From an optimization exercise on the open Yosys and OpenROAD flow, aimed at small area, a short achievable clock period and few clock cycles; shortcuts taken in it are not production practice.
Function was checked by simulation only, so behaviour that the tests miss may differ from the original.
Power is estimated from default activity; no workload was simulated.

==> design/flow/design.v <==
module booth_mul(clk, rst, start, data_in, done, product);
  input clk, rst, start;
  input [31:0] data_in;
  output done;
  output [63:0] product;
  reg [31:0] M;              
  reg [31:0] Q;              
  reg [33:0] AS, AC;         
  reg [7:0] L1, L2;          
  reg [3:0] ONE, TWO, NEG;   
  reg        s_lm, s_lq, s_st, s_f1, s_fin, s_dn;
  reg [1:0] cnt;
  assign done = s_dn;
  assign product = {M, Q};
  wire idle = ~(s_lm | s_lq | s_st | s_fin);
  wire [8:0] nx = s_lq ? {data_in[7:0], 1'b0} : Q[15:7];
  wire nb0_2 = nx[2], nb0_1 = nx[1], nb0_0 = nx[0];
  wire nb1_2 = nx[4], nb1_1 = nx[3], nb1_0 = nx[2];
  wire nb2_2 = nx[6], nb2_1 = nx[5], nb2_0 = nx[4];
  wire nb3_2 = nx[8], nb3_1 = nx[7], nb3_0 = nx[6];
  wire [3:0] n_one = {nb3_1 ^ nb3_0, nb2_1 ^ nb2_0, nb1_1 ^ nb1_0, nb0_1 ^ nb0_0};
  wire [3:0] n_two = {(nb3_2 & ~nb3_1 & ~nb3_0) | (~nb3_2 & nb3_1 & nb3_0), (nb2_2 & ~nb2_1 & ~nb2_0) | (~nb2_2 & nb2_1 & nb2_0), (nb1_2 & ~nb1_1 & ~nb1_0) | (~nb1_2 & nb1_1 & nb1_0), (nb0_2 & ~nb0_1 & ~nb0_0) | (~nb0_2 & nb0_1 & nb0_0)};
  wire [3:0] n_neg = {nb3_2 & ~(nb3_1 & nb3_0), nb2_2 & ~(nb2_1 & nb2_0), nb1_2 & ~(nb1_1 & nb1_0), nb0_2 & ~(nb0_1 & nb0_0)};
  wire [33:0] as_i = s_f1 ? {1'b1, 33'd0} : AS;
  wire [33:0] ac_i = s_f1 ? 34'd0 : AC;
  wire [8:0] lo = s_f1 ? 9'd0 : L1 + L2;
  wire loc = lo[8];
  wire [31:0] mx = M;
  wire [32:0] x0 = {mx[31], mx} ^ {33{NEG[0]}};
  wire [33:0] pp0;
  assign pp0[32:0] = ({33{ONE[0]}} & x0) | ({33{TWO[0]}} & {x0[31:0], NEG[0]});
  assign pp0[33] = ~pp0[32];
  wire [32:0] x1 = {mx[31], mx} ^ {33{NEG[1]}};
  wire [33:0] pp1;
  assign pp1[32:0] = ({33{ONE[1]}} & x1) | ({33{TWO[1]}} & {x1[31:0], NEG[1]});
  assign pp1[33] = ~pp1[32];
  wire [32:0] x2 = {mx[31], mx} ^ {33{NEG[2]}};
  wire [33:0] pp2;
  assign pp2[32:0] = ({33{ONE[2]}} & x2) | ({33{TWO[2]}} & {x2[31:0], NEG[2]});
  assign pp2[33] = ~pp2[32];
  wire [32:0] x3 = {mx[31], mx} ^ {33{NEG[3]}};
  wire [33:0] pp3;
  assign pp3[32:0] = ({33{ONE[3]}} & x3) | ({33{TWO[3]}} & {x3[31:0], NEG[3]});
  assign pp3[33] = ~pp3[32];
  wire s1, k2, s3, k4, s5, k6, s7, k8, s9, k10, s11, k12, s13, k14, s15, k16, s17, k18, s19, k20, s21, k22, s23, k24, s25, k26, s27, k28, s29, k30, s31, k32, s33, k34, s35, k36, s37, k38, s39, k40, s41, k42, s43, k44, s45, k46, s47, k48, s49, k50, s51, k52, s53, k54, s55, k56, s57, k58, s59, k60, s61, k62, s63, k64, s65, k66, s67, k68, s69, k70, s71, k72, s73, k74, s75, k76, s77, k78, s79, k80, s81, k82, s83, k84, s85, k86, s87, k88, s89, k90, s91, k92, s93, k94, s95, k96, s97, k98, s99, k100, s101, k102, s103, k104, s105, k106, s107, k108, s109, k110, s111, k112, s113, k114, s115, k116, s117, k118, s119, k120, s121, k122, s123, k124, s125, k126, s127, k128, s129, k130, s131, k132, s133, k134, s135, k136, s137, k138, s139, k140, s141, k142, s143, k144, s145, k146, s147, k148, s149, k150, s151, k152, s153, k154, s155, k156, s157, k158, s159, k160, s161, k162, s163, k164, s165, k166, s167, k168, s169, k170, s171, k172, s173, k174, s175, k176, s177, k178, s179, k180, s181, k182, s183, k184, s185, k186, s187, k188, s189, k190, s191, k192, s193, k194, s195, k196, s197, k198, s199, k200, s201, k202, s203, k204, s205, k206, s207, k208, s209, k210, s211, k212, s213, k214, s215, k216, s217, k218, s219, k220, s221, k222, s223, k224, s225, k226, s227, k228, s229, k230, s231, k232, s233, k234, s235, k236, s237, k238, s239, k240, s241, k242, s243, k244, s245, k246, s247, k248, s249, k250, s251, k252, s253, k254, s255, k256, s257, k258, s259, k260, s261, k262, s263, k264, s265, k266, s267, k268, s269, k270, s271, k272, s273, k274, s275, k276, s277, k278, s279, k280, s281, k282, s283, k284, s285, k286, s287, k288, s289, k290, s291, k292, s293, k294, s295, k296, s297, k298, s299, k300, s301, k302, s303, k304, s305, k306, s307, k308, s309, k310, s311, k312, s313, k314, s315, k316, s317, k318, s319, k320, s321, k322, s323, k324, s325, k326, s327, k328, s329, k330, s331, k332;
  assign s1 = ac_i[6] ^ as_i[6];
  assign k2 = ac_i[6] & as_i[6];
  assign s3 = ac_i[7] ^ as_i[7];
  assign k4 = ac_i[7] & as_i[7];
  assign s5 = ac_i[8] ^ as_i[8];
  assign k6 = ac_i[8] & as_i[8];
  assign s7 = ac_i[9] ^ as_i[9];
  assign k8 = ac_i[9] & as_i[9];
  assign s9 = ac_i[10] ^ as_i[10];
  assign k10 = ac_i[10] & as_i[10];
  assign s11 = ac_i[11] ^ as_i[11];
  assign k12 = ac_i[11] & as_i[11];
  assign s13 = ac_i[12] ^ as_i[12];
  assign k14 = ac_i[12] & as_i[12];
  assign s15 = ac_i[13] ^ as_i[13];
  assign k16 = ac_i[13] & as_i[13];
  assign s17 = ac_i[14] ^ as_i[14];
  assign k18 = ac_i[14] & as_i[14];
  assign s19 = ac_i[15] ^ as_i[15];
  assign k20 = ac_i[15] & as_i[15];
  assign s21 = ac_i[16] ^ as_i[16];
  assign k22 = ac_i[16] & as_i[16];
  assign s23 = ac_i[17] ^ as_i[17];
  assign k24 = ac_i[17] & as_i[17];
  assign s25 = ac_i[18] ^ as_i[18];
  assign k26 = ac_i[18] & as_i[18];
  assign s27 = ac_i[19] ^ as_i[19];
  assign k28 = ac_i[19] & as_i[19];
  assign s29 = ac_i[20] ^ as_i[20];
  assign k30 = ac_i[20] & as_i[20];
  assign s31 = ac_i[21] ^ as_i[21];
  assign k32 = ac_i[21] & as_i[21];
  assign s33 = ac_i[22] ^ as_i[22];
  assign k34 = ac_i[22] & as_i[22];
  assign s35 = ac_i[23] ^ as_i[23];
  assign k36 = ac_i[23] & as_i[23];
  assign s37 = ac_i[24] ^ as_i[24];
  assign k38 = ac_i[24] & as_i[24];
  assign s39 = ac_i[25] ^ as_i[25];
  assign k40 = ac_i[25] & as_i[25];
  assign s41 = ac_i[26] ^ as_i[26];
  assign k42 = ac_i[26] & as_i[26];
  assign s43 = ac_i[27] ^ as_i[27];
  assign k44 = ac_i[27] & as_i[27];
  assign s45 = ac_i[28] ^ as_i[28];
  assign k46 = ac_i[28] & as_i[28];
  assign s47 = ac_i[29] ^ as_i[29];
  assign k48 = ac_i[29] & as_i[29];
  assign s49 = ac_i[30] ^ as_i[30];
  assign k50 = ac_i[30] & as_i[30];
  assign s51 = ac_i[31] ^ as_i[31];
  assign k52 = ac_i[31] & as_i[31];
  assign s53 = ac_i[0] ^ as_i[0];
  assign k54 = ac_i[0] & as_i[0];
  assign s55 = ac_i[2] ^ as_i[2];
  assign k56 = ac_i[2] & as_i[2];
  assign s57 = ac_i[3] ^ as_i[3];
  assign k58 = ac_i[3] & as_i[3];
  assign s59 = ac_i[4] ^ as_i[4] ^ NEG[2];
  assign k60 = (ac_i[4] & as_i[4]) | (ac_i[4] & NEG[2]) | (as_i[4] & NEG[2]);
  assign s61 = pp0[4] ^ pp1[2];
  assign k62 = pp0[4] & pp1[2];
  assign s63 = ac_i[5] ^ as_i[5] ^ pp0[5];
  assign k64 = (ac_i[5] & as_i[5]) | (ac_i[5] & pp0[5]) | (as_i[5] & pp0[5]);
  assign s65 = pp1[3] ^ pp2[1];
  assign k66 = pp1[3] & pp2[1];
  assign s67 = NEG[3] ^ s1 ^ pp0[6];
  assign k68 = (NEG[3] & s1) | (NEG[3] & pp0[6]) | (s1 & pp0[6]);
  assign s69 = pp1[4] ^ pp2[2] ^ pp3[0];
  assign k70 = (pp1[4] & pp2[2]) | (pp1[4] & pp3[0]) | (pp2[2] & pp3[0]);
  assign s71 = k2 ^ s3 ^ pp0[7];
  assign k72 = (k2 & s3) | (k2 & pp0[7]) | (s3 & pp0[7]);
  assign s73 = pp1[5] ^ pp2[3] ^ pp3[1];
  assign k74 = (pp1[5] & pp2[3]) | (pp1[5] & pp3[1]) | (pp2[3] & pp3[1]);
  assign s75 = k4 ^ s5 ^ pp0[8];
  assign k76 = (k4 & s5) | (k4 & pp0[8]) | (s5 & pp0[8]);
  assign s77 = pp1[6] ^ pp2[4] ^ pp3[2];
  assign k78 = (pp1[6] & pp2[4]) | (pp1[6] & pp3[2]) | (pp2[4] & pp3[2]);
  assign s79 = k6 ^ s7 ^ pp0[9];
  assign k80 = (k6 & s7) | (k6 & pp0[9]) | (s7 & pp0[9]);
  assign s81 = pp1[7] ^ pp2[5] ^ pp3[3];
  assign k82 = (pp1[7] & pp2[5]) | (pp1[7] & pp3[3]) | (pp2[5] & pp3[3]);
  assign s83 = k8 ^ s9 ^ pp0[10];
  assign k84 = (k8 & s9) | (k8 & pp0[10]) | (s9 & pp0[10]);
  assign s85 = pp1[8] ^ pp2[6] ^ pp3[4];
  assign k86 = (pp1[8] & pp2[6]) | (pp1[8] & pp3[4]) | (pp2[6] & pp3[4]);
  assign s87 = k10 ^ s11 ^ pp0[11];
  assign k88 = (k10 & s11) | (k10 & pp0[11]) | (s11 & pp0[11]);
  assign s89 = pp1[9] ^ pp2[7] ^ pp3[5];
  assign k90 = (pp1[9] & pp2[7]) | (pp1[9] & pp3[5]) | (pp2[7] & pp3[5]);
  assign s91 = k12 ^ s13 ^ pp0[12];
  assign k92 = (k12 & s13) | (k12 & pp0[12]) | (s13 & pp0[12]);
  assign s93 = pp1[10] ^ pp2[8] ^ pp3[6];
  assign k94 = (pp1[10] & pp2[8]) | (pp1[10] & pp3[6]) | (pp2[8] & pp3[6]);
  assign s95 = k14 ^ s15 ^ pp0[13];
  assign k96 = (k14 & s15) | (k14 & pp0[13]) | (s15 & pp0[13]);
  assign s97 = pp1[11] ^ pp2[9] ^ pp3[7];
  assign k98 = (pp1[11] & pp2[9]) | (pp1[11] & pp3[7]) | (pp2[9] & pp3[7]);
  assign s99 = k16 ^ s17 ^ pp0[14];
  assign k100 = (k16 & s17) | (k16 & pp0[14]) | (s17 & pp0[14]);
  assign s101 = pp1[12] ^ pp2[10] ^ pp3[8];
  assign k102 = (pp1[12] & pp2[10]) | (pp1[12] & pp3[8]) | (pp2[10] & pp3[8]);
  assign s103 = k18 ^ s19 ^ pp0[15];
  assign k104 = (k18 & s19) | (k18 & pp0[15]) | (s19 & pp0[15]);
  assign s105 = pp1[13] ^ pp2[11] ^ pp3[9];
  assign k106 = (pp1[13] & pp2[11]) | (pp1[13] & pp3[9]) | (pp2[11] & pp3[9]);
  assign s107 = k20 ^ s21 ^ pp0[16];
  assign k108 = (k20 & s21) | (k20 & pp0[16]) | (s21 & pp0[16]);
  assign s109 = pp1[14] ^ pp2[12] ^ pp3[10];
  assign k110 = (pp1[14] & pp2[12]) | (pp1[14] & pp3[10]) | (pp2[12] & pp3[10]);
  assign s111 = k22 ^ s23 ^ pp0[17];
  assign k112 = (k22 & s23) | (k22 & pp0[17]) | (s23 & pp0[17]);
  assign s113 = pp1[15] ^ pp2[13] ^ pp3[11];
  assign k114 = (pp1[15] & pp2[13]) | (pp1[15] & pp3[11]) | (pp2[13] & pp3[11]);
  assign s115 = k24 ^ s25 ^ pp0[18];
  assign k116 = (k24 & s25) | (k24 & pp0[18]) | (s25 & pp0[18]);
  assign s117 = pp1[16] ^ pp2[14] ^ pp3[12];
  assign k118 = (pp1[16] & pp2[14]) | (pp1[16] & pp3[12]) | (pp2[14] & pp3[12]);
  assign s119 = k26 ^ s27 ^ pp0[19];
  assign k120 = (k26 & s27) | (k26 & pp0[19]) | (s27 & pp0[19]);
  assign s121 = pp1[17] ^ pp2[15] ^ pp3[13];
  assign k122 = (pp1[17] & pp2[15]) | (pp1[17] & pp3[13]) | (pp2[15] & pp3[13]);
  assign s123 = k28 ^ s29 ^ pp0[20];
  assign k124 = (k28 & s29) | (k28 & pp0[20]) | (s29 & pp0[20]);
  assign s125 = pp1[18] ^ pp2[16] ^ pp3[14];
  assign k126 = (pp1[18] & pp2[16]) | (pp1[18] & pp3[14]) | (pp2[16] & pp3[14]);
  assign s127 = k30 ^ s31 ^ pp0[21];
  assign k128 = (k30 & s31) | (k30 & pp0[21]) | (s31 & pp0[21]);
  assign s129 = pp1[19] ^ pp2[17] ^ pp3[15];
  assign k130 = (pp1[19] & pp2[17]) | (pp1[19] & pp3[15]) | (pp2[17] & pp3[15]);
  assign s131 = k32 ^ s33 ^ pp0[22];
  assign k132 = (k32 & s33) | (k32 & pp0[22]) | (s33 & pp0[22]);
  assign s133 = pp1[20] ^ pp2[18] ^ pp3[16];
  assign k134 = (pp1[20] & pp2[18]) | (pp1[20] & pp3[16]) | (pp2[18] & pp3[16]);
  assign s135 = k34 ^ s35 ^ pp0[23];
  assign k136 = (k34 & s35) | (k34 & pp0[23]) | (s35 & pp0[23]);
  assign s137 = pp1[21] ^ pp2[19] ^ pp3[17];
  assign k138 = (pp1[21] & pp2[19]) | (pp1[21] & pp3[17]) | (pp2[19] & pp3[17]);
  assign s139 = k36 ^ s37 ^ pp0[24];
  assign k140 = (k36 & s37) | (k36 & pp0[24]) | (s37 & pp0[24]);
  assign s141 = pp1[22] ^ pp2[20] ^ pp3[18];
  assign k142 = (pp1[22] & pp2[20]) | (pp1[22] & pp3[18]) | (pp2[20] & pp3[18]);
  assign s143 = k38 ^ s39 ^ pp0[25];
  assign k144 = (k38 & s39) | (k38 & pp0[25]) | (s39 & pp0[25]);
  assign s145 = pp1[23] ^ pp2[21] ^ pp3[19];
  assign k146 = (pp1[23] & pp2[21]) | (pp1[23] & pp3[19]) | (pp2[21] & pp3[19]);
  assign s147 = k40 ^ s41 ^ pp0[26];
  assign k148 = (k40 & s41) | (k40 & pp0[26]) | (s41 & pp0[26]);
  assign s149 = pp1[24] ^ pp2[22] ^ pp3[20];
  assign k150 = (pp1[24] & pp2[22]) | (pp1[24] & pp3[20]) | (pp2[22] & pp3[20]);
  assign s151 = k42 ^ s43 ^ pp0[27];
  assign k152 = (k42 & s43) | (k42 & pp0[27]) | (s43 & pp0[27]);
  assign s153 = pp1[25] ^ pp2[23] ^ pp3[21];
  assign k154 = (pp1[25] & pp2[23]) | (pp1[25] & pp3[21]) | (pp2[23] & pp3[21]);
  assign s155 = k44 ^ s45 ^ pp0[28];
  assign k156 = (k44 & s45) | (k44 & pp0[28]) | (s45 & pp0[28]);
  assign s157 = pp1[26] ^ pp2[24] ^ pp3[22];
  assign k158 = (pp1[26] & pp2[24]) | (pp1[26] & pp3[22]) | (pp2[24] & pp3[22]);
  assign s159 = k46 ^ s47 ^ pp0[29];
  assign k160 = (k46 & s47) | (k46 & pp0[29]) | (s47 & pp0[29]);
  assign s161 = pp1[27] ^ pp2[25] ^ pp3[23];
  assign k162 = (pp1[27] & pp2[25]) | (pp1[27] & pp3[23]) | (pp2[25] & pp3[23]);
  assign s163 = k48 ^ s49 ^ pp0[30];
  assign k164 = (k48 & s49) | (k48 & pp0[30]) | (s49 & pp0[30]);
  assign s165 = pp1[28] ^ pp2[26] ^ pp3[24];
  assign k166 = (pp1[28] & pp2[26]) | (pp1[28] & pp3[24]) | (pp2[26] & pp3[24]);
  assign s167 = k50 ^ s51 ^ pp0[31];
  assign k168 = (k50 & s51) | (k50 & pp0[31]) | (s51 & pp0[31]);
  assign s169 = pp1[29] ^ pp2[27] ^ pp3[25];
  assign k170 = (pp1[29] & pp2[27]) | (pp1[29] & pp3[25]) | (pp2[27] & pp3[25]);
  assign s171 = as_i[32] ^ k52 ^ pp0[32];
  assign k172 = (as_i[32] & k52) | (as_i[32] & pp0[32]) | (k52 & pp0[32]);
  assign s173 = pp1[30] ^ pp2[28] ^ pp3[26];
  assign k174 = (pp1[30] & pp2[28]) | (pp1[30] & pp3[26]) | (pp2[28] & pp3[26]);
  assign s175 = as_i[33] ^ pp0[33] ^ pp1[31];
  assign k176 = (as_i[33] & pp0[33]) | (as_i[33] & pp1[31]) | (pp0[33] & pp1[31]);
  assign s177 = pp2[29] ^ pp3[27];
  assign k178 = pp2[29] & pp3[27];
  assign s179 = 1'b1 ^ pp1[32] ^ pp2[30];
  assign k180 = (1'b1 & pp1[32]) | (1'b1 & pp2[30]) | (pp1[32] & pp2[30]);
  assign s181 = NEG[0] ^ s53;
  assign k182 = NEG[0] & s53;
  assign s183 = ac_i[1] ^ as_i[1] ^ k54;
  assign k184 = (ac_i[1] & as_i[1]) | (ac_i[1] & k54) | (as_i[1] & k54);
  assign s185 = NEG[1] ^ s55 ^ pp0[2];
  assign k186 = (NEG[1] & s55) | (NEG[1] & pp0[2]) | (s55 & pp0[2]);
  assign s187 = k56 ^ s57 ^ pp0[3];
  assign k188 = (k56 & s57) | (k56 & pp0[3]) | (s57 & pp0[3]);
  assign s189 = k58 ^ s59 ^ pp2[0];
  assign k190 = (k58 & s59) | (k58 & pp2[0]) | (s59 & pp2[0]);
  assign s191 = k60 ^ k62 ^ s65;
  assign k192 = (k60 & k62) | (k60 & s65) | (k62 & s65);
  assign s193 = k66 ^ k64 ^ s67;
  assign k194 = (k66 & k64) | (k66 & s67) | (k64 & s67);
  assign s195 = k68 ^ k70 ^ s71;
  assign k196 = (k68 & k70) | (k68 & s71) | (k70 & s71);
  assign s197 = k72 ^ k74 ^ s75;
  assign k198 = (k72 & k74) | (k72 & s75) | (k74 & s75);
  assign s199 = k76 ^ k78 ^ s79;
  assign k200 = (k76 & k78) | (k76 & s79) | (k78 & s79);
  assign s201 = k80 ^ k82 ^ s83;
  assign k202 = (k80 & k82) | (k80 & s83) | (k82 & s83);
  assign s203 = k84 ^ k86 ^ s87;
  assign k204 = (k84 & k86) | (k84 & s87) | (k86 & s87);
  assign s205 = k88 ^ k90 ^ s91;
  assign k206 = (k88 & k90) | (k88 & s91) | (k90 & s91);
  assign s207 = k92 ^ k94 ^ s95;
  assign k208 = (k92 & k94) | (k92 & s95) | (k94 & s95);
  assign s209 = k96 ^ k98 ^ s101;
  assign k210 = (k96 & k98) | (k96 & s101) | (k98 & s101);
  assign s211 = k100 ^ k102 ^ s103;
  assign k212 = (k100 & k102) | (k100 & s103) | (k102 & s103);
  assign s213 = k104 ^ k106 ^ s107;
  assign k214 = (k104 & k106) | (k104 & s107) | (k106 & s107);
  assign s215 = k108 ^ k110 ^ s111;
  assign k216 = (k108 & k110) | (k108 & s111) | (k110 & s111);
  assign s217 = k112 ^ k114 ^ s115;
  assign k218 = (k112 & k114) | (k112 & s115) | (k114 & s115);
  assign s219 = k116 ^ k118 ^ s119;
  assign k220 = (k116 & k118) | (k116 & s119) | (k118 & s119);
  assign s221 = k120 ^ k122 ^ s123;
  assign k222 = (k120 & k122) | (k120 & s123) | (k122 & s123);
  assign s223 = k124 ^ k126 ^ s127;
  assign k224 = (k124 & k126) | (k124 & s127) | (k126 & s127);
  assign s225 = k128 ^ k130 ^ s131;
  assign k226 = (k128 & k130) | (k128 & s131) | (k130 & s131);
  assign s227 = k132 ^ k134 ^ s135;
  assign k228 = (k132 & k134) | (k132 & s135) | (k134 & s135);
  assign s229 = k136 ^ k138 ^ s139;
  assign k230 = (k136 & k138) | (k136 & s139) | (k138 & s139);
  assign s231 = k140 ^ k142 ^ s143;
  assign k232 = (k140 & k142) | (k140 & s143) | (k142 & s143);
  assign s233 = k144 ^ k146 ^ s147;
  assign k234 = (k144 & k146) | (k144 & s147) | (k146 & s147);
  assign s235 = k148 ^ k150 ^ s151;
  assign k236 = (k148 & k150) | (k148 & s151) | (k150 & s151);
  assign s237 = k152 ^ k154 ^ s155;
  assign k238 = (k152 & k154) | (k152 & s155) | (k154 & s155);
  assign s239 = k156 ^ k158 ^ s159;
  assign k240 = (k156 & k158) | (k156 & s159) | (k158 & s159);
  assign s241 = k160 ^ k162 ^ s163;
  assign k242 = (k160 & k162) | (k160 & s163) | (k162 & s163);
  assign s243 = k164 ^ k166 ^ s167;
  assign k244 = (k164 & k166) | (k164 & s167) | (k166 & s167);
  assign s245 = k168 ^ k170 ^ s171;
  assign k246 = (k168 & k170) | (k168 & s171) | (k170 & s171);
  assign s247 = s177 ^ k172 ^ k174;
  assign k248 = (s177 & k172) | (s177 & k174) | (k172 & k174);
  assign s249 = pp3[28] ^ k178 ^ k176;
  assign k250 = (pp3[28] & k178) | (pp3[28] & k176) | (k178 & k176);
  assign s251 = pp1[33] ^ pp2[31] ^ pp3[29];
  assign k252 = (pp1[33] & pp2[31]) | (pp1[33] & pp3[29]) | (pp2[31] & pp3[29]);
  assign s253 = 1'b1 ^ pp2[32];
  assign k254 = 1'b1 & pp2[32];
  assign s255 = s181 ^ loc;
  assign k256 = s181 & loc;
  assign s257 = k182 ^ pp0[1] ^ s183;
  assign k258 = (k182 & pp0[1]) | (k182 & s183) | (pp0[1] & s183);
  assign s259 = k184 ^ pp1[0] ^ s185;
  assign k260 = (k184 & pp1[0]) | (k184 & s185) | (pp1[0] & s185);
  assign s261 = pp1[1] ^ k186 ^ s187;
  assign k262 = (pp1[1] & k186) | (pp1[1] & s187) | (k186 & s187);
  assign s263 = s61 ^ k188 ^ s189;
  assign k264 = (s61 & k188) | (s61 & s189) | (k188 & s189);
  assign s265 = k190 ^ s63 ^ s191;
  assign k266 = (k190 & s63) | (k190 & s191) | (s63 & s191);
  assign s267 = s69 ^ k192 ^ s193;
  assign k268 = (s69 & k192) | (s69 & s193) | (k192 & s193);
  assign s269 = s73 ^ k194 ^ s195;
  assign k270 = (s73 & k194) | (s73 & s195) | (k194 & s195);
  assign s271 = s77 ^ k196 ^ s197;
  assign k272 = (s77 & k196) | (s77 & s197) | (k196 & s197);
  assign s273 = s81 ^ k198 ^ s199;
  assign k274 = (s81 & k198) | (s81 & s199) | (k198 & s199);
  assign s275 = s85 ^ k200 ^ s201;
  assign k276 = (s85 & k200) | (s85 & s201) | (k200 & s201);
  assign s277 = s89 ^ k202 ^ s203;
  assign k278 = (s89 & k202) | (s89 & s203) | (k202 & s203);
  assign s279 = s93 ^ k204 ^ s205;
  assign k280 = (s93 & k204) | (s93 & s205) | (k204 & s205);
  assign s281 = s97 ^ k206 ^ s207;
  assign k282 = (s97 & k206) | (s97 & s207) | (k206 & s207);
  assign s283 = s99 ^ k208 ^ s209;
  assign k284 = (s99 & k208) | (s99 & s209) | (k208 & s209);
  assign s285 = s105 ^ k210 ^ s211;
  assign k286 = (s105 & k210) | (s105 & s211) | (k210 & s211);
  assign s287 = s109 ^ k212 ^ s213;
  assign k288 = (s109 & k212) | (s109 & s213) | (k212 & s213);
  assign s289 = s113 ^ k214 ^ s215;
  assign k290 = (s113 & k214) | (s113 & s215) | (k214 & s215);
  assign s291 = s117 ^ k216 ^ s217;
  assign k292 = (s117 & k216) | (s117 & s217) | (k216 & s217);
  assign s293 = s121 ^ k218 ^ s219;
  assign k294 = (s121 & k218) | (s121 & s219) | (k218 & s219);
  assign s295 = s125 ^ k220 ^ s221;
  assign k296 = (s125 & k220) | (s125 & s221) | (k220 & s221);
  assign s297 = s129 ^ k222 ^ s223;
  assign k298 = (s129 & k222) | (s129 & s223) | (k222 & s223);
  assign s299 = s133 ^ k224 ^ s225;
  assign k300 = (s133 & k224) | (s133 & s225) | (k224 & s225);
  assign s301 = s137 ^ k226 ^ s227;
  assign k302 = (s137 & k226) | (s137 & s227) | (k226 & s227);
  assign s303 = s141 ^ k228 ^ s229;
  assign k304 = (s141 & k228) | (s141 & s229) | (k228 & s229);
  assign s305 = s145 ^ k230 ^ s231;
  assign k306 = (s145 & k230) | (s145 & s231) | (k230 & s231);
  assign s307 = s149 ^ k232 ^ s233;
  assign k308 = (s149 & k232) | (s149 & s233) | (k232 & s233);
  assign s309 = s153 ^ k234 ^ s235;
  assign k310 = (s153 & k234) | (s153 & s235) | (k234 & s235);
  assign s311 = s157 ^ k236 ^ s237;
  assign k312 = (s157 & k236) | (s157 & s237) | (k236 & s237);
  assign s313 = s161 ^ k238 ^ s239;
  assign k314 = (s161 & k238) | (s161 & s239) | (k238 & s239);
  assign s315 = s165 ^ k240 ^ s241;
  assign k316 = (s165 & k240) | (s165 & s241) | (k240 & s241);
  assign s317 = s169 ^ k242 ^ s243;
  assign k318 = (s169 & k242) | (s169 & s243) | (k242 & s243);
  assign s319 = s173 ^ k244 ^ s245;
  assign k320 = (s173 & k244) | (s173 & s245) | (k244 & s245);
  assign s321 = s175 ^ k246 ^ s247;
  assign k322 = (s175 & k246) | (s175 & s247) | (k246 & s247);
  assign s323 = s179 ^ k248 ^ s249;
  assign k324 = (s179 & k248) | (s179 & s249) | (k248 & s249);
  assign s325 = k180 ^ s251 ^ k250;
  assign k326 = (k180 & s251) | (k180 & k250) | (s251 & k250);
  assign s327 = pp3[30] ^ s253 ^ k252;
  assign k328 = (pp3[30] & s253) | (pp3[30] & k252) | (s253 & k252);
  assign s329 = pp2[33] ^ pp3[31] ^ k254;
  assign k330 = (pp2[33] & pp3[31]) | (pp2[33] & k254) | (pp3[31] & k254);
  assign s331 = 1'b1 ^ pp3[32];
  assign k332 = 1'b1 & pp3[32];
  wire [7:0] t_l1 = {k268, k266, k264, k262, k260, k258, k256, pp0[0]};
  wire [7:0] t_l2 = {s269, s267, s265, s263, s261, s259, s257, s255};
  wire [33:0] t_h1 = {1'b0, 1'b1, pp3[33], s331, s329, s327, k324, k322, k320, k318, k316, k314, k312, k310, k308, k306, k304, k302, k300, k298, k296, k294, k292, k290, k288, k286, k284, k282, k280, k278, k276, k274, k272, k270};
  wire [33:0] t_h2 = {1'b0, 1'b0, k332, k330, k328, k326, s325, s323, s321, s319, s317, s315, s313, s311, s309, s307, s305, s303, s301, s299, s297, s295, s293, s291, s289, s287, s285, s283, s281, s279, s277, s275, s273, s271};
  wire [39:0] fsum;
  fadd u_fadd(.x({AS[31:0], L1}), .y({AC[31:0], L2}), .s(fsum));
  always @(posedge clk) begin
    if (rst) begin
      s_lm <= 1'b0; s_lq <= 1'b0; s_st <= 1'b0; s_f1 <= 1'b0; s_fin <= 1'b0; s_dn <= 1'b0;
    end else begin
      s_lm <= idle & start;
      s_lq <= s_lm;
      s_st <= s_lq | (s_st & (cnt != 2'd3));
      s_f1 <= s_lq;
      s_fin <= s_st & (cnt == 2'd3);
      if (idle & start) s_dn <= 1'b0;
      else if (s_fin) s_dn <= 1'b1;
    end
  end
  always @(posedge clk) begin
    if (s_lq) cnt <= 2'd0;
    else if (s_st) cnt <= cnt + 2'd1;
  end
  always @(posedge clk) begin
    ONE <= n_one; TWO <= n_two; NEG <= n_neg;
    AS <= t_h1; AC <= t_h2;
    L1 <= t_l1; L2 <= t_l2;
  end
  always @(posedge clk) begin
    if (s_lm) M <= data_in;
    else if (s_fin) M <= fsum[39:8];
  end
  always @(posedge clk) begin
    if (s_lq) Q <= data_in;
    else if (s_st | s_fin) Q <= {lo[7:0], Q[31:8]};
  end
endmodule
module fadd_p(input [39:0] x, y, input cin, output [40:0] s);
  wire [39:0] g0 = x & y;
  wire [39:0] p0 = x ^ y;
  wire G1 = g0[0] | (p0[0] & cin);
  wire P1 = 1'b0;
  wire G2 = g0[2] | (p0[2] & g0[1]);
  wire P2 = p0[2] & p0[1];
  wire G3 = g0[4] | (p0[4] & g0[3]);
  wire P3 = p0[4] & p0[3];
  wire G4 = g0[6] | (p0[6] & g0[5]);
  wire P4 = p0[6] & p0[5];
  wire G5 = g0[8] | (p0[8] & g0[7]);
  wire P5 = p0[8] & p0[7];
  wire G6 = g0[10] | (p0[10] & g0[9]);
  wire P6 = p0[10] & p0[9];
  wire G7 = g0[12] | (p0[12] & g0[11]);
  wire P7 = p0[12] & p0[11];
  wire G8 = g0[14] | (p0[14] & g0[13]);
  wire P8 = p0[14] & p0[13];
  wire G9 = g0[16] | (p0[16] & g0[15]);
  wire P9 = p0[16] & p0[15];
  wire G10 = g0[18] | (p0[18] & g0[17]);
  wire P10 = p0[18] & p0[17];
  wire G11 = g0[20] | (p0[20] & g0[19]);
  wire P11 = p0[20] & p0[19];
  wire G12 = g0[22] | (p0[22] & g0[21]);
  wire P12 = p0[22] & p0[21];
  wire G13 = g0[24] | (p0[24] & g0[23]);
  wire P13 = p0[24] & p0[23];
  wire G14 = g0[26] | (p0[26] & g0[25]);
  wire P14 = p0[26] & p0[25];
  wire G15 = g0[28] | (p0[28] & g0[27]);
  wire P15 = p0[28] & p0[27];
  wire G16 = g0[30] | (p0[30] & g0[29]);
  wire P16 = p0[30] & p0[29];
  wire G17 = g0[32] | (p0[32] & g0[31]);
  wire P17 = p0[32] & p0[31];
  wire G18 = g0[34] | (p0[34] & g0[33]);
  wire P18 = p0[34] & p0[33];
  wire G19 = g0[36] | (p0[36] & g0[35]);
  wire P19 = p0[36] & p0[35];
  wire G20 = g0[38] | (p0[38] & g0[37]);
  wire P20 = p0[38] & p0[37];
  wire G21 = g0[1] | (p0[1] & G1);
  wire P21 = p0[1] & P1;
  wire G22 = G2 | (P2 & G1);
  wire P22 = P2 & P1;
  wire G23 = g0[5] | (p0[5] & G3);
  wire P23 = p0[5] & P3;
  wire G24 = G4 | (P4 & G3);
  wire P24 = P4 & P3;
  wire G25 = g0[9] | (p0[9] & G5);
  wire P25 = p0[9] & P5;
  wire G26 = G6 | (P6 & G5);
  wire P26 = P6 & P5;
  wire G27 = g0[13] | (p0[13] & G7);
  wire P27 = p0[13] & P7;
  wire G28 = G8 | (P8 & G7);
  wire P28 = P8 & P7;
  wire G29 = g0[17] | (p0[17] & G9);
  wire P29 = p0[17] & P9;
  wire G30 = G10 | (P10 & G9);
  wire P30 = P10 & P9;
  wire G31 = g0[21] | (p0[21] & G11);
  wire P31 = p0[21] & P11;
  wire G32 = G12 | (P12 & G11);
  wire P32 = P12 & P11;
  wire G33 = g0[25] | (p0[25] & G13);
  wire P33 = p0[25] & P13;
  wire G34 = G14 | (P14 & G13);
  wire P34 = P14 & P13;
  wire G35 = g0[29] | (p0[29] & G15);
  wire P35 = p0[29] & P15;
  wire G36 = G16 | (P16 & G15);
  wire P36 = P16 & P15;
  wire G37 = g0[33] | (p0[33] & G17);
  wire P37 = p0[33] & P17;
  wire G38 = G18 | (P18 & G17);
  wire P38 = P18 & P17;
  wire G39 = g0[37] | (p0[37] & G19);
  wire P39 = p0[37] & P19;
  wire G40 = G20 | (P20 & G19);
  wire P40 = P20 & P19;
  wire G41 = g0[3] | (p0[3] & G22);
  wire P41 = p0[3] & P22;
  wire G42 = G3 | (P3 & G22);
  wire P42 = P3 & P22;
  wire G43 = G23 | (P23 & G22);
  wire P43 = P23 & P22;
  wire G44 = G24 | (P24 & G22);
  wire P44 = P24 & P22;
  wire G45 = g0[11] | (p0[11] & G26);
  wire P45 = p0[11] & P26;
  wire G46 = G7 | (P7 & G26);
  wire P46 = P7 & P26;
  wire G47 = G27 | (P27 & G26);
  wire P47 = P27 & P26;
  wire G48 = G28 | (P28 & G26);
  wire P48 = P28 & P26;
  wire G49 = g0[19] | (p0[19] & G30);
  wire P49 = p0[19] & P30;
  wire G50 = G11 | (P11 & G30);
  wire P50 = P11 & P30;
  wire G51 = G31 | (P31 & G30);
  wire P51 = P31 & P30;
  wire G52 = G32 | (P32 & G30);
  wire P52 = P32 & P30;
  wire G53 = g0[27] | (p0[27] & G34);
  wire P53 = p0[27] & P34;
  wire G54 = G15 | (P15 & G34);
  wire P54 = P15 & P34;
  wire G55 = G35 | (P35 & G34);
  wire P55 = P35 & P34;
  wire G56 = G36 | (P36 & G34);
  wire P56 = P36 & P34;
  wire G57 = g0[35] | (p0[35] & G38);
  wire P57 = p0[35] & P38;
  wire G58 = G19 | (P19 & G38);
  wire P58 = P19 & P38;
  wire G59 = G39 | (P39 & G38);
  wire P59 = P39 & P38;
  wire G60 = G40 | (P40 & G38);
  wire P60 = P40 & P38;
  wire G61 = g0[7] | (p0[7] & G44);
  wire P61 = p0[7] & P44;
  wire G62 = G5 | (P5 & G44);
  wire P62 = P5 & P44;
  wire G63 = G25 | (P25 & G44);
  wire P63 = P25 & P44;
  wire G64 = G26 | (P26 & G44);
  wire P64 = P26 & P44;
  wire G65 = G45 | (P45 & G44);
  wire P65 = P45 & P44;
  wire G66 = G46 | (P46 & G44);
  wire P66 = P46 & P44;
  wire G67 = G47 | (P47 & G44);
  wire P67 = P47 & P44;
  wire G68 = G48 | (P48 & G44);
  wire P68 = P48 & P44;
  wire G69 = g0[23] | (p0[23] & G52);
  wire P69 = p0[23] & P52;
  wire G70 = G13 | (P13 & G52);
  wire P70 = P13 & P52;
  wire G71 = G33 | (P33 & G52);
  wire P71 = P33 & P52;
  wire G72 = G34 | (P34 & G52);
  wire P72 = P34 & P52;
  wire G73 = G53 | (P53 & G52);
  wire P73 = P53 & P52;
  wire G74 = G54 | (P54 & G52);
  wire P74 = P54 & P52;
  wire G75 = G55 | (P55 & G52);
  wire P75 = P55 & P52;
  wire G76 = G56 | (P56 & G52);
  wire P76 = P56 & P52;
  wire G77 = g0[39] | (p0[39] & G60);
  wire P77 = p0[39] & P60;
  wire G78 = g0[15] | (p0[15] & G68);
  wire P78 = p0[15] & P68;
  wire G79 = G9 | (P9 & G68);
  wire P79 = P9 & P68;
  wire G80 = G29 | (P29 & G68);
  wire P80 = P29 & P68;
  wire G81 = G30 | (P30 & G68);
  wire P81 = P30 & P68;
  wire G82 = G49 | (P49 & G68);
  wire P82 = P49 & P68;
  wire G83 = G50 | (P50 & G68);
  wire P83 = P50 & P68;
  wire G84 = G51 | (P51 & G68);
  wire P84 = P51 & P68;
  wire G85 = G52 | (P52 & G68);
  wire P85 = P52 & P68;
  wire G86 = G69 | (P69 & G68);
  wire P86 = P69 & P68;
  wire G87 = G70 | (P70 & G68);
  wire P87 = P70 & P68;
  wire G88 = G71 | (P71 & G68);
  wire P88 = P71 & P68;
  wire G89 = G72 | (P72 & G68);
  wire P89 = P72 & P68;
  wire G90 = G73 | (P73 & G68);
  wire P90 = P73 & P68;
  wire G91 = G74 | (P74 & G68);
  wire P91 = P74 & P68;
  wire G92 = G75 | (P75 & G68);
  wire P92 = P75 & P68;
  wire G93 = G76 | (P76 & G68);
  wire P93 = P76 & P68;
  wire G94 = g0[31] | (p0[31] & G93);
  wire P94 = p0[31] & P93;
  wire G95 = G17 | (P17 & G93);
  wire P95 = P17 & P93;
  wire G96 = G37 | (P37 & G93);
  wire P96 = P37 & P93;
  wire G97 = G38 | (P38 & G93);
  wire P97 = P38 & P93;
  wire G98 = G57 | (P57 & G93);
  wire P98 = P57 & P93;
  wire G99 = G58 | (P58 & G93);
  wire P99 = P58 & P93;
  wire G100 = G59 | (P59 & G93);
  wire P100 = P59 & P93;
  wire G101 = G60 | (P60 & G93);
  wire P101 = P60 & P93;
  wire G102 = G77 | (P77 & G93);
  wire P102 = P77 & P93;
  assign s = {G102, p0[39] ^ G101, p0[38] ^ G100, p0[37] ^ G99, p0[36] ^ G98, p0[35] ^ G97, p0[34] ^ G96, p0[33] ^ G95, p0[32] ^ G94, p0[31] ^ G93, p0[30] ^ G92, p0[29] ^ G91, p0[28] ^ G90, p0[27] ^ G89, p0[26] ^ G88, p0[25] ^ G87, p0[24] ^ G86, p0[23] ^ G85, p0[22] ^ G84, p0[21] ^ G83, p0[20] ^ G82, p0[19] ^ G81, p0[18] ^ G80, p0[17] ^ G79, p0[16] ^ G78, p0[15] ^ G68, p0[14] ^ G67, p0[13] ^ G66, p0[12] ^ G65, p0[11] ^ G64, p0[10] ^ G63, p0[9] ^ G62, p0[8] ^ G61, p0[7] ^ G44, p0[6] ^ G43, p0[5] ^ G42, p0[4] ^ G41, p0[3] ^ G22, p0[2] ^ G21, p0[1] ^ G1, p0[0] ^ cin};
endmodule
module fadd(x, y, s);
  input [39:0] x, y;
  output [39:0] s;
  wire [40:0] w;
  fadd_p u(.x(x), .y(y), .cin(1'b0), .s(w));
  assign s = w[39:0];
endmodule
==> design/flow/flow/run.sh <==
#!/bin/bash
# Own layout flow: the standard layout (standard.sh) with three changes:
#  - synthesis: the same script (synth_recipe.tcl), except that Yosys's synth
#    runs its fine stage without its quick "abc -fast" mapping, so that the
#    full adders of the carry-save tree reach ORFS's extract_fa step intact;
#    ORFS's own abc mapping afterwards is unchanged. Registers, their names and
#    cells are those of the standard synthesis.
#  - after synthesis, flow/polarity.py removes inverters around the full-adder
#    cells (a full adder is self-dual);
#  - the input and output ports are buffered by sky130_fd_sc_hd__buf_1.
# Runs in the standard flow's work folder; each tool's output goes to a log file here.
set -euo pipefail
work=$(pwd)
res=$work/orfs/results/sky130hd/booth_mul/base
cp config.mk flow_config.mk
echo "export BUFFER_PORTS_ARGS = -buffer_cell sky130_fd_sc_hd__buf_1" >> flow_config.mk
sed 's#^proc synth {args} { yosys synth -nofsm -noshare {\*}\$args }#proc synth {args} { if {[lsearch -exact $args fine:] >= 0} { yosys synth -nofsm -noshare -noabc {*}$args } else { yosys synth -nofsm -noshare {*}$args } }#' synth_recipe.tcl > flow_synth.tcl
grep -q -- "-noabc" flow_synth.tcl
sed "s#${work}/config.mk#${work}/flow_config.mk#g; s#${work}/synth_recipe.tcl#${work}/flow_synth.tcl#g" standard.sh > flow_standard.sh
grep -q flow_config.mk flow_standard.sh
grep -q flow_synth.tcl flow_standard.sh
bash flow_standard.sh "$res/1_2_yosys.v" > flow_synth.log 2>&1
cp "$res/1_2_yosys.v" yosys_synth.v
python3 flow/polarity.py yosys_synth.v "$res/1_2_yosys.v" > flow_polarity.log 2>&1
touch "$res/1_2_yosys.v"
bash flow_standard.sh > flow_standard.log 2>&1
==> design/flow/flow/polarity.py <==
#!/usr/bin/env python3
"""Remove inverters around full-adder cells in a mapped Yosys netlist.

A full adder is self-dual: FA(~a, ~b, ~c) = (~sum, ~cout). Yosys's extract_fa
often leaves fa cells with inverters on their inputs or outputs. This pass
chooses, for each fa cell, whether to use it "flipped" (its input pins take the
complement of the logical inputs and its output nets carry the complement of
the logical outputs), so as to minimise the number of inverters, and rebuilds
the inverters: one per signal that some pin needs inverted.

usage: polarity.py IN.v OUT.v
"""
import re
import sys

INV = re.compile(r"^sky130_fd_sc_hd__(inv|clkinv)_\d+$")
FA = re.compile(r"^sky130_fd_sc_hd__fa_\d+$")
OUTPINS = {"X", "Y", "Q", "Q_N", "SUM", "COUT", "HI", "LO", "GCLK"}

src = open(sys.argv[1]).read()
m = re.search(r"^module\s+(\w+)\s*\((.*?)\);", src, re.S | re.M)
top_start = m.start()
body_start = m.end()
end = src.rindex("endmodule")
body = src[body_start:end]

decls = []
cells = []
pos = 0
cell_re = re.compile(r"\s*(sky130_fd_sc_hd__\w+)\s+(\S+)\s*\((.*?)\);", re.S)
decl_re = re.compile(r"\s*(input|output|wire|inout)\b[^;]*;", re.S)
while True:
    mm = decl_re.match(body, pos)
    if mm:
        decls.append(mm.group(0).strip())
        pos = mm.end()
        continue
    mm = cell_re.match(body, pos)
    if mm:
        pins = re.findall(r"\.(\w+)\(([^()]*)\)", mm.group(3))
        cells.append([mm.group(1), mm.group(2), [(p, n.strip()) for p, n in pins]])
        pos = mm.end()
        continue
    if body[pos:].strip() == "":
        break
    raise SystemExit("polarity.py: cannot parse netlist near: " + body[pos:pos + 200])

# output port nets
outports = set()
for d in decls:
    mo = re.match(r"output\s*(\[(\d+):(\d+)\])?\s*(\w+)\s*;", d)
    if mo:
        if mo.group(1):
            hi, lo = int(mo.group(2)), int(mo.group(3))
            for i in range(min(hi, lo), max(hi, lo) + 1):
                outports.add("%s[%d]" % (mo.group(4), i))
        else:
            outports.add(mo.group(4))

driver = {}
for idx, (typ, name, pins) in enumerate(cells):
    for p, n in pins:
        if p in OUTPINS:
            driver[n] = (idx, p)

# collapsible inverters: output not a port net
collapse = set()
for idx, (typ, name, pins) in enumerate(cells):
    if INV.match(typ):
        d = dict(pins)
        if d["Y"] not in outports:
            collapse.add(idx)


def resolve(n):
    ph = 0
    seen = 0
    while n in driver and driver[n][0] in collapse:
        n = dict(cells[driver[n][0]][2])["A"]
        ph ^= 1
        seen += 1
        if seen > 100:
            raise SystemExit("inverter loop")
    return n, ph


fa_cells = [i for i, c in enumerate(cells) if FA.match(c[0])]
# fa cells driving a port net directly are not flipped
fixed = set()
for i in fa_cells:
    for p, n in cells[i][2]:
        if p in OUTPINS and n in outports:
            fixed.add(i)

# sinks: (cell idx, pin) -> (base, phase); every input pin of a kept cell
sinks = []
for idx, (typ, name, pins) in enumerate(cells):
    if idx in collapse:
        continue
    for k, (p, n) in enumerate(pins):
        if p in OUTPINS:
            continue
        if re.match(r"^\d+'", n) or n == "":
            continue
        b, ph = resolve(n)
        sinks.append([idx, k, b, ph])

fa_out = {}
for i in fa_cells:
    for p, n in cells[i][2]:
        if p in OUTPINS:
            fa_out[n] = i

flip = set()
by_base = {}
for s in sinks:
    by_base.setdefault(s[2], []).append(s)
by_cell = {}
for s in sinks:
    by_cell.setdefault(s[0], []).append(s)


def need(s):
    """physical phase sink s needs from its base net"""
    ph = s[3]
    if s[0] in flip:
        ph ^= 1
    if s[2] in fa_out and fa_out[s[2]] in flip:
        ph ^= 1
    return ph


def cost_bases(bases):
    return sum(1 for b in bases if any(need(s) for s in by_base.get(b, [])))


def affected(i):
    bs = set(s[2] for s in by_cell.get(i, []))
    for p, n in cells[i][2]:
        if p in OUTPINS:
            bs.add(n)
    return bs


import random


def descend():
    changed = True
    rounds = 0
    while changed and rounds < 50:
        changed = False
        rounds += 1
        for i in fa_cells:
            if i in fixed:
                continue
            bs = affected(i)
            c0 = cost_bases(bs)
            flip.symmetric_difference_update({i})
            c1 = cost_bases(bs)
            if c1 < c0:
                changed = True
            else:
                flip.symmetric_difference_update({i})


rng = random.Random(1)
free = [i for i in fa_cells if i not in fixed]
descend()
best = (cost_bases(by_base.keys()), set(flip))
for trial in range(60):
    flip.clear()
    flip.update(i for i in free if rng.random() < 0.5)
    descend()
    c = cost_bases(by_base.keys())
    if c < best[0]:
        best = (c, set(flip))
flip.clear()
flip.update(best[1])
after = cost_bases(by_base.keys())

# rebuild: inverted copy of each base that needs one
invnet = {}
# reuse an existing collapsed inverter output net that carries ~base
for idx in collapse:
    d = dict(cells[idx][2])
    b, ph = resolve(d["Y"])
    if ph == 1 and b not in invnet:
        invnet[b] = d["Y"]
newwires = []
newcells = []
cnt = 0
for b, ss in by_base.items():
    if any(need(s) for s in ss):
        if b not in invnet:
            cnt += 1
            w = "_polw%d_" % cnt
            invnet[b] = w
            newwires.append(w)
for s in sinks:
    idx, k, b, ph = s
    p, n = cells[idx][2][k]
    cells[idx][2][k] = (p, invnet[b] if need(s) else b)
k = 0
for b, ss in by_base.items():
    if any(need(s) for s in ss):
        k += 1
        newcells.append(("sky130_fd_sc_hd__inv_1", "_polinv%d_" % k, [("A", b), ("Y", invnet[b])]))

def nm(n):
    return n + " " if n.startswith("\\") else n


out = [src[:body_start]]
for d in decls:
    out.append("  " + d)
for w in newwires:
    out.append("  wire %s;" % w)
for idx, (typ, name, pins) in enumerate(cells):
    if idx in collapse:
        continue
    out.append("  %s %s (\n%s\n  );" % (typ, name, ",\n".join("    .%s(%s)" % (p, nm(n)) for p, n in pins)))
for typ, name, pins in newcells:
    out.append("  %s %s (\n%s\n  );" % (typ, name, ",\n".join("    .%s(%s)" % (p, nm(n)) for p, n in pins)))
out.append("endmodule\n")
open(sys.argv[2], "w").write("\n".join(out))
print("polarity.py: %d fa cells, %d flipped; inverters %d -> %d (collapsed %d)" %
      (len(fa_cells), len(flip), len(collapse), after, len(collapse)))
==> design/flow/standard.sh <==
#!/bin/bash
# synth_recipe.tcl (not shown) runs the flow's synth.tcl, then flattens the netlist and writes it again
# the make line also repeats each setting of config.mk as NAME=value (left out here)
make -C /OpenROAD-flow-scripts/flow DESIGN_CONFIG=/design/flow/config.mk WORK_HOME=/design/flow/orfs CLKGATE_MAP_FILE= SYNTH_SCRIPT=/design/flow/synth_recipe.tcl "${@:-finish}"
==> design/flow/config.mk <==
export PLATFORM = sky130hd
export DESIGN_NAME = booth_mul
export DESIGN_NICKNAME = booth_mul
export VERILOG_FILES = /design/flow/design.v
export SDC_FILE = /design/flow/constraint.sdc
export NUM_CORES = 4
export LEC_CHECK = 0
export CAP_MARGIN = 20
export CORE_MARGIN = 2
export CORE_UTILIZATION = 50
export PLACE_DENSITY = 0.7
export SETUP_SLACK_MARGIN = 2.25
export SLEW_MARGIN = 20
==> design/flow/constraint.sdc <==
create_clock -name core_clock -period 5.0 [get_ports {clk}]
set_input_delay 1.0000 -clock core_clock [delete_from_list [all_inputs] [get_ports {clk}]]
set_output_delay 1.0000 -clock core_clock [all_outputs]
set_load 0.01 [all_outputs]
==> flow_summary.toml, run 1 <==
[detailed_routing]
firstDrtPassIters = 5
top_layer_used = "met4"
routed-wl-met3_mm = 2.05
met2WireLength_mm = 17.6
drcViolationCount = 0
vias = 9091
avgRoutedWirePerCell_um = 23.0
drtIter0Drc = 798
antenna_left = 0
viasPerCell = 5.95
drt-met1-wl_mm = 14.4
routed_wl_mm = 35.0

[flow_run]
cap_violations = 0

[clocking]
clockBufferDepth = 2
cts_root_buf = "clkbuf_16"
cts_buffers = 17
clk_pin_slew_ns = 0.09
clock_latency_ns = 0.44
htreeDepth = 4
numClockSinks = 163
tritoncts = "built"

[floorplan]
io_pins = 100
die_w_um = 162
num_rows = 57
die_area_mm2 = 0.0262
core_mm2 = 0.0244
initial_utilization = 0.510
die_y_um = 162

[global_routing]
antenna_found_initial = 0
grt_overflow = 0
grt_usage = 0.274
grt_pass1_wl_mm = 54.6
grt_max_degree = 64
grt_pass1_vias = 9496

[timing]
relSlewSlack = 0.433
period_needed_ns = 3.17
setup_viol = 0
clock-skew-final_ns = 0.0174
slew_viol_final = 0
fin_setup_tns_ns = 0
period_share = 0.634
rsz0062_at_grt = "yes"
max_freq_ghz = 0.316
finalHoldViolCount = 0
worst_pin_slew_ns = 0.851

[finish]
nFillCells = 1960
n_antenna_cell = 0
drive_gt1_frac = 0.151
syn_to_final_growth_pct = 16.6
nets = 1438
fin_util = 0.595

[power]
ir_worst_vdd_mv = 0.406
p_leak_nw = 6.11
power_mw = 12.4
p_per_area_mw_per_mm2 = 852

[critical_path]
r2r_end = "M[20]"
worst_ep_required_time_ns = 5.20
slowest_stage = "a221o_1"
worstPathMaxFanout = 4
cp-start-kind = "flip-flop"
arrival_ns = 3.37
worstPathCellList = "ha_4, and2_4, a221o_1, a221oi_4, buf_4, a21oi_4, o21a_4, o21a_4, o21a_4, o41ai_4, xnor2_2, mux2_4"
cp-end-kind = "flip-flop"
critPathBufInv = 1
slowest_delay_ns = 0.36
cpMostUsedCell = "o21a_4"
worstRegToRegCells = 12
worst-setup-path-type = "reg -> reg"
critPathTopFamily = "compound AO/OA/AOI/OAI gates"
cp.depth = 12
rrSetupSlack_ns = 1.83
r2r-start = "AS[1]"

[outcome]
status = "complete, no violations"

[synth]
ys_warn_count = 1
synth_cells = 1082
avgSynthCellArea_um2 = 11.5
syn-num-nets = 1330
synth_area_mm2 = 0.0124

[hold_path]
worst_hold_path_type = "reg -> reg"
min_from = "s_fin"
worstHoldPathCells = 2
holdPathEnd = "s_dn"

[place]
hpwl_mm = 25.2
io_buffers = 99
finalWeightedCongestion = 0.861
## state kept, by name, indices dropped and copies added (netlist names)
signal and count:
M 32, s_fin 1, s_st 1, AC 32
ONE 4, s_lm 1, cnt 2, Q 32
AS 31, L1 8, TWO 4, L2 8
s_dn 1, NEG 4, s_f1 1, s_lq 1
## cell type report
type | count | area, um^2 | share of cell area
Inverter | 27 | 101 | 0.00698
Clock inverter | 15 | 211 | 0.0146
Timing Repair Buffer | 155 | 917 | 0.0632
Sequential cell | 163 | 3950 | 0.272
Tap cell | 324 | 405 | 0.0279
Multi-Input combinational cell | 826 | 8510 | 0.586
Clock buffer | 17 | 425 | 0.0293
## per-layer routing
layer  track usage  vias to the layer above
li1              -                     4053
met1         0.350                     4651
met2         0.471                      321
met3        0.0498                       66
met4        0.0893                        0
met5             0                        -
## tightest hold or removal path: stages (launching register included)
cell	delay (ns)
dfxtp_1	0.32
nor2_1	0.08
nor3_1	0.05
## layout by cell type (no fill, tap or decap), types with 18 or more instances in the layout
cell / n
a22o_1: 129
buf_1: 99
buf_4: 42
dfxtp_1: 79
edfxtp_1: 64
fa_1: 131
ha_1: 75
inv_1: 27
mux2_2: 18
nand2_1: 53
nor2_1: 25
nor2b_1: 69
o21ai_0: 21
xor2_1: 134
## per-stage QoR
step           cells  setup slack, ns  instance area, um^2  hold slack [ns]
2_1_floorplan   1082             2.14                12500            0.457
3_3_place_gp    1454             1.72                13100            0.470
3_5_place_dp    1454             1.70                13100            0.475
4_1_cts         1506             1.86                14200            0.491
5_1_grt         1527             1.74                14500            0.538
6_report        1527             1.83                14500            0.491
## power by group
part	switching (mW)	internal (mW)	leakage [nW]	total, mW
Combinational	4.26	3.95	4.38	8.21
Clock	0.681	0.690	0.304	1.37
Sequential	0.575	2.21	1.43	2.78
## worst max path at each step
stage | from | end | slack, ns
2_1_floorplan | AS[0] | M[20] | 2.14
3_3_place_gp | AC[0] | M[20] | 1.72
5_1_grt | AC[0] | M[13] | 1.74
3_5_place_dp | L2[6] | M[30] | 1.70
6_report | AS[1] | M[20] | 1.83
4_1_cts | AC[1] | M[20] | 1.86
## timing repair
item	4_1_cts	5_1_grt
setup buffers	20	21
endpoints found under the setup margin	85	53
resized for setup	48	36
endpoints found under the hold margin	0	0
hold buffers	0	0
pin swaps	13	35
Testbench counts, summed over its fixed seeds: cycles 12,800.
==> run 2: changes to the inputs <==
--- a/design/flow/config.mk
+++ b/design/flow/config.mk
@@ -8,6 +8,7 @@
 export CAP_MARGIN = 20
 export CORE_MARGIN = 2
 export CORE_UTILIZATION = 50
+export CTS_BUF_LIST = sky130_fd_sc_hd__clkbuf_8
 export PLACE_DENSITY = 0.7
-export SETUP_SLACK_MARGIN = 2.25
+export SETUP_SLACK_MARGIN = 2.0
 export SLEW_MARGIN = 20
==> flow_summary.toml, run 2 <==
[outcome]
status = "complete, no violations"

[detailed_routing]
avgRoutedWirePerCell_um = 22.8
drcViolationCount = 0
routed_wl_mm = 34.5
antenna_left = 0
drtIter0Drc = 653
vias = 8917
firstDrtPassIters = 5
viasPerCell = 5.89

[place]
finalWeightedCongestion = 0.860
hpwl_mm = 26.3
placed_area_mm2 = 0.0131
dp_slack_ns = 1.75
io_buffers = 99

[timing]
fin_setup_tns_ns = 0
max_freq_ghz = 0.307
finalHoldViolCount = 0
rsz0062_at_grt = "yes"
setup_viol = 0
slew_viol_final = 0
worst_pin_slew_ns = 1.11
relSlewSlack = 0.259
clock-skew-final_ns = 0.0252
whs_ns = 0.487
setup_slack_ns = 1.75
period_share = 0.651
period_needed_ns = 3.25

[global_routing]
grt_pass1_wl_mm = 52.9
grt_overflow = 0
grt_usage = 0.268
grt_pass1_vias = 9162
grt_max_degree = 63
antenna_found_initial = 1

[power]
p_sw_mw = 5.29
p_leak_nw = 5.87
clockPowerShare = 0.086
p_int_mw = 6.27
ir_worst_vdd_mv = 0.398
combPwrFrac = 0.671
seqPwrFrac = 0.242
p_per_area_mw_per_mm2 = 832
switching_share = 0.458

[clocking]
htreeDepth = 4
ctsHoldBuffers = 0
clock_latency_ns = 0.49
numClockSinks = 163
clk_pin_slew_ns = 0.12
cts_buffers = 17
cts_root_buf = "clkbuf_8"
clockBufferDepth = 2
tritoncts = "built"

[synth]
synth_cells = 1082
synth_area_mm2 = 0.0124
ys_warn_count = 1
syn-num-nets = 1330
avgSynthCellArea_um2 = 11.5

[finish]
drive_gt1_frac = 0.119
syn_to_final_growth_pct = 11.6
fin_util = 0.570
nets = 1424
most-common-layout-cells = "xor2_1 (134), fa_1 (132), a22o_1 (129)"
n_antenna_cell = 0
fin_area_mm2 = 0.0139
reg.largest.list = "AC x32, M x32, Q x32"
mostFrequentLayoutCell = "xor2_1"

[floorplan]
die_y_um = 162
initial_utilization = 0.510
core_mm2 = 0.0244
die_area_mm2 = 0.0262
die_w_um = 162
num_rows = 57
io_pins = 100

[critical_path]
cp-end-kind = "flip-flop"
slowest_stage = "dfxtp_2"
worst-setup-path-type = "reg -> reg"
arrival_ns = 3.49
worstPathMaxFanout = 4
worst_ep_required_time_ns = 5.24
slowest_delay_ns = 0.40
cp-start-kind = "flip-flop"
worstPathCellList = "ha_4, and2_1, a221o_1, a221oi_2, a21oi_2, buf_4, o21a_4, o21a_4, o21a_4, o41ai_4, xnor2_2, mux2_4"
cpMostUsedCell = "o21a_4"

[flow_run]
cap_violations = 0

[hold_path]
worst_hold_path_type = "reg -> reg"
-- run 2: per-stage QoR --
step	instances	total power, mW
floorplan	1082	7.93
global placement	1455	9.80
detailed placement	1455	10.2
CTS	1493	11.3
global route	1513	12.7
finish	1513	11.6
-- run 2: timing repair --
action | 4_1_cts | 5_1_grt
buffers inserted | 6 | 20
setup endpoints to repair | 74 | 30
pin swaps | 9 | 14
resized for setup | 29 | 24
-- run 2: worst max-delay path, delay by kind of cell, from the launching register on --
kind,cells,cell delay [ns]
buffers and inverters,1,0.16
multiplexers,1,0.27
AND/OR/NAND/NOR,1,0.15
XOR/XNOR,1,0.11
adder cells (fa/ha/maj),1,0.22
flip-flops,1,0.40
AO/OA/AOI/OAI,7,1.70
-- run 2: layout make-up --
| cell class | instances | area, um^2 |
|---|---|---|
| Clock inverter | 14 | 150 |
| Inverter | 27 | 101 |
| Fill cell | 2099 | 10500 |
| Multi-Input combinational cell | 826 | 8340 |
| Clock buffer | 18 | 248 |
| Sequential cell | 163 | 3940 |
| Timing Repair Buffer | 141 | 706 |
| Tap cell | 324 | 405 |
-- run 2: routing by layer --
layer | global-route usage | part of all wire | up-vias
met5 | 0 | 0.00029 | -
met4 | 0.0833 | 0.028 | 2
met3 | 0.0541 | 0.058 | 69
met2 | 0.452 | 0.49 | 308
met1 | 0.350 | 0.42 | 4522
li1 | - | - | 4016
-- run 2: final timing paths --
check / from / endpoint / depth (start not counted) / slack [ns]
worst max-delay path: AC[2] / M[20] / 12 / 1.75
worst min-delay path: s_fin / s_dn / 2 / 0.49
worst max register to register: AC[2] / M[20] / 12 / 1.75
worst min register to register: s_fin / s_dn / 2 / 0.49
-- run 2: power groups by stage --
stage,clock network (mW),logic [mW],registers (mW)
6_report,0.996,7.76,2.80
5_1_grt,1.05,8.78,2.84
4_1_cts,1.01,7.53,2.80
3_5_place_dp,0,7.35,2.80
3_3_place_gp,0,7.00,2.80
2_1_floorplan,0,5.40,2.54
==> run 3: changes to the inputs <==
--- a/design/flow/config.mk
+++ b/design/flow/config.mk
@@ -8,7 +8,6 @@
 export CAP_MARGIN = 20
 export CORE_MARGIN = 2
 export CORE_UTILIZATION = 50
-export CTS_BUF_LIST = sky130_fd_sc_hd__clkbuf_8
 export PLACE_DENSITY = 0.7
 export SETUP_SLACK_MARGIN = 2.0
 export SLEW_MARGIN = 20
==> flow_summary.toml, run 3 <==
[synth]
synth_cells = 1082
synth_area_mm2 = 0.0124
avgSynthCellArea_um2 = 11.5
ys_warn_count = 1
syn-num-nets = 1330

[critical_path]
r2r-start = "AC[0]"
worst_ep_required_time_ns = 5.19
cp-start-kind = "flip-flop"
arrival_ns = 3.31
worstRegToRegCells = 11
cp-end-kind = "flip-flop"
worstPathMaxFanout = 4
crit_start = "AC[0]"
worst-setup-path-type = "reg -> reg"

[clocking]
numClockSinks = 163
tritoncts = "built"
htreeDepth = 4
cts_root_buf = "clkbuf_16"
clk_pin_slew_ns = 0.08
clockBufferDepth = 2
cts_buffers = 17
clock_latency_ns = 0.44

[floorplan]
die_w_um = 162
num_rows = 57
io_pins = 100
initial_utilization = 0.510
die_y_um = 162
core_mm2 = 0.0244
die_area_mm2 = 0.0262

[global_routing]
grt_max_degree = 63
antenna_found_initial = 0
globalRouteMet3Util = 0.0521
grt_usage = 0.271
met1_usage = 0.357
grt_overflow = 0
use_met2 = 0.455
grt_pass1_wl_mm = 53.6
grt_pass1_vias = 9246
gr-max-usage-layer = "met2"

[timing]
clock-skew-final_ns = 0.0159
fin_setup_tns_ns = 0
relSlewSlack = 0.255
finalHoldViolCount = 0
slew_viol_final = 0
period_needed_ns = 3.12
setup_viol = 0
whs_ns = 0.486
max_freq_ghz = 0.320
rsz0062_at_grt = "yes"
period_share = 0.624
worst_pin_slew_ns = 1.12

[detailed_routing]
drcViolationCount = 0
drtIter0Drc = 705
antenna_left = 0
routed_wl_mm = 34.8
firstDrtPassIters = 5
viasPerCell = 5.95
vias = 8949
avgRoutedWirePerCell_um = 23.1

[place]
hpwl_mm = 26.3
io_buffers = 99
finalWeightedCongestion = 0.860

[flow_run]
cap_violations = 0

[outcome]
status = "complete, no violations"

[finish]
nets = 1416
n_antenna_cell = 0
mostFrequentLayoutCell = "xor2_1"
ff_latch_area_mm2 = 0.00394
multi_input_area_mm2 = 0.00836
most-common-layout-cells = "xor2_1 (134), fa_1 (132), a22o_1 (129)"
syn_to_final_growth_pct = 12.8
nFillCells = 2073
drive_gt1_frac = 0.110
reg.largest.list = "AC x32, M x32, Q x32"

[hold_path]
min_from = "s_fin"
worstHoldPathCells = 2
worst_hold_path_type = "reg -> reg"

[power]
ir_worst_vdd_mv = 0.362
p_per_area_mw_per_mm2 = 849
p_leak_nw = 5.91
## run 3: cell types whose count changed in the layout (fill, tap and decap cells not counted), moves of 2 or more
cell       change
clkbuf_8      -17
o21ai_0        +2
clkbuf_16     +17
a21oi_2        -2
buf_4          -7
## run 3: final timing paths
kind	slack, ns	end
max	1.88	M[20]
min	0.49	s_dn
max reg2reg	1.88	M[20]
min reg2reg	0.49	s_dn
## run 3: stage by stage
| stage | total power [mW] | setup WS (ns) | std cells | utilization | instance area [um^2] |
|---|---|---|---|---|---|
| after detailed placement | 10.2 | 1.75 | 1455 | 0.537 | 13100 |
| after CTS | 11.7 | 1.87 | 1491 | 0.567 | 13800 |
| final | 11.9 | 1.88 | 1505 | 0.576 | 14000 |
| after global placement | 9.80 | 1.77 | 1455 | 0.537 | 13100 |
| after floorplan | 7.93 | 2.04 | 1082 | - | 12400 |
| after global routing | 13.0 | 1.80 | 1505 | 0.576 | 14000 |
## run 3: power breakdown
group          leakage (nW)  switching (mW)  internal, mW
Sequential             1.43           0.608          2.20
Combinational          4.19            4.11          3.67
Clock                 0.294           0.649         0.687
## run 3: final cells by class
type | instances | share of cell area
flip-flops and latches | 163 | 0.281
clock buffers | 18 | 0.0313
inverters | 27 | 0.00722
well taps | 324 | 0.0289
clock inverters | 14 | 0.0107
repair buffers | 133 | 0.0457
multi-input cells | 826 | 0.595
## run 3: routing by layer
layer | vias to the layer above | routed length (um)
met5 | - | 0
met4 | 0 | 879
met3 | 59 | 2130
met2 | 320 | 17200
met1 | 4565 | 14700
li1 | 4005 | -
## run 3: worst max-delay path, cell delays in order (launching register included)
cell      delay (ns)
dfxtp_4         0.39
ha_4            0.21
a21o_1          0.18
a221o_1         0.34
a221oi_4        0.35
a21oi_4         0.12
o21a_4          0.23
o21a_4          0.20
o21a_4          0.21
o41ai_4         0.22
xnor2_1         0.15
mux2_4          0.27
## run 3: repair_timing
action,CTS,global route
resized for setup,30,19
buffers inserted,4,14
pin swaps,10,2
setup endpoints to repair,74,26
hold buffers,0,0

-- port drivers added, routing unchanged --
How much do the figures lean on ideal ports? The routed layouts below were timed once more, with nothing changed but the port constraints.
Step 1, drivers: a clkbuf_16 drives clk and a buf_2 each remaining input, both assumed.
Step 2 adds t to the input delays and takes it off the output delays; t is the mean of the earliest and latest rising clock arrival at the registers after step 1. Input paths then give back, and output paths get back, about the clock's delay inside the block.
Three values: no drivers, after step 1, after step 2; two values: the first two.
run | shift t [ns] | setup WS [ns] | hold WS [ns] | worst setup path after step 2 | slew at the worst register clock pin (ns)
run 1 | 0.486 | 1.831 / 1.831 / 1.831 | 0.491 / 0.491 / 0.491 | register to register | 0.09 / 0.09
run 2 | 0.519 | 1.747 / 1.747 / 1.747 | 0.487 / 0.487 / 0.487 | register to register | 0.12 / 0.12
run 3 | 0.484 | 1.879 / 1.879 / 1.879 | 0.486 / 0.486 / 0.486 | register to register | 0.08 / 0.08
After both steps every run listed still meets setup and hold.
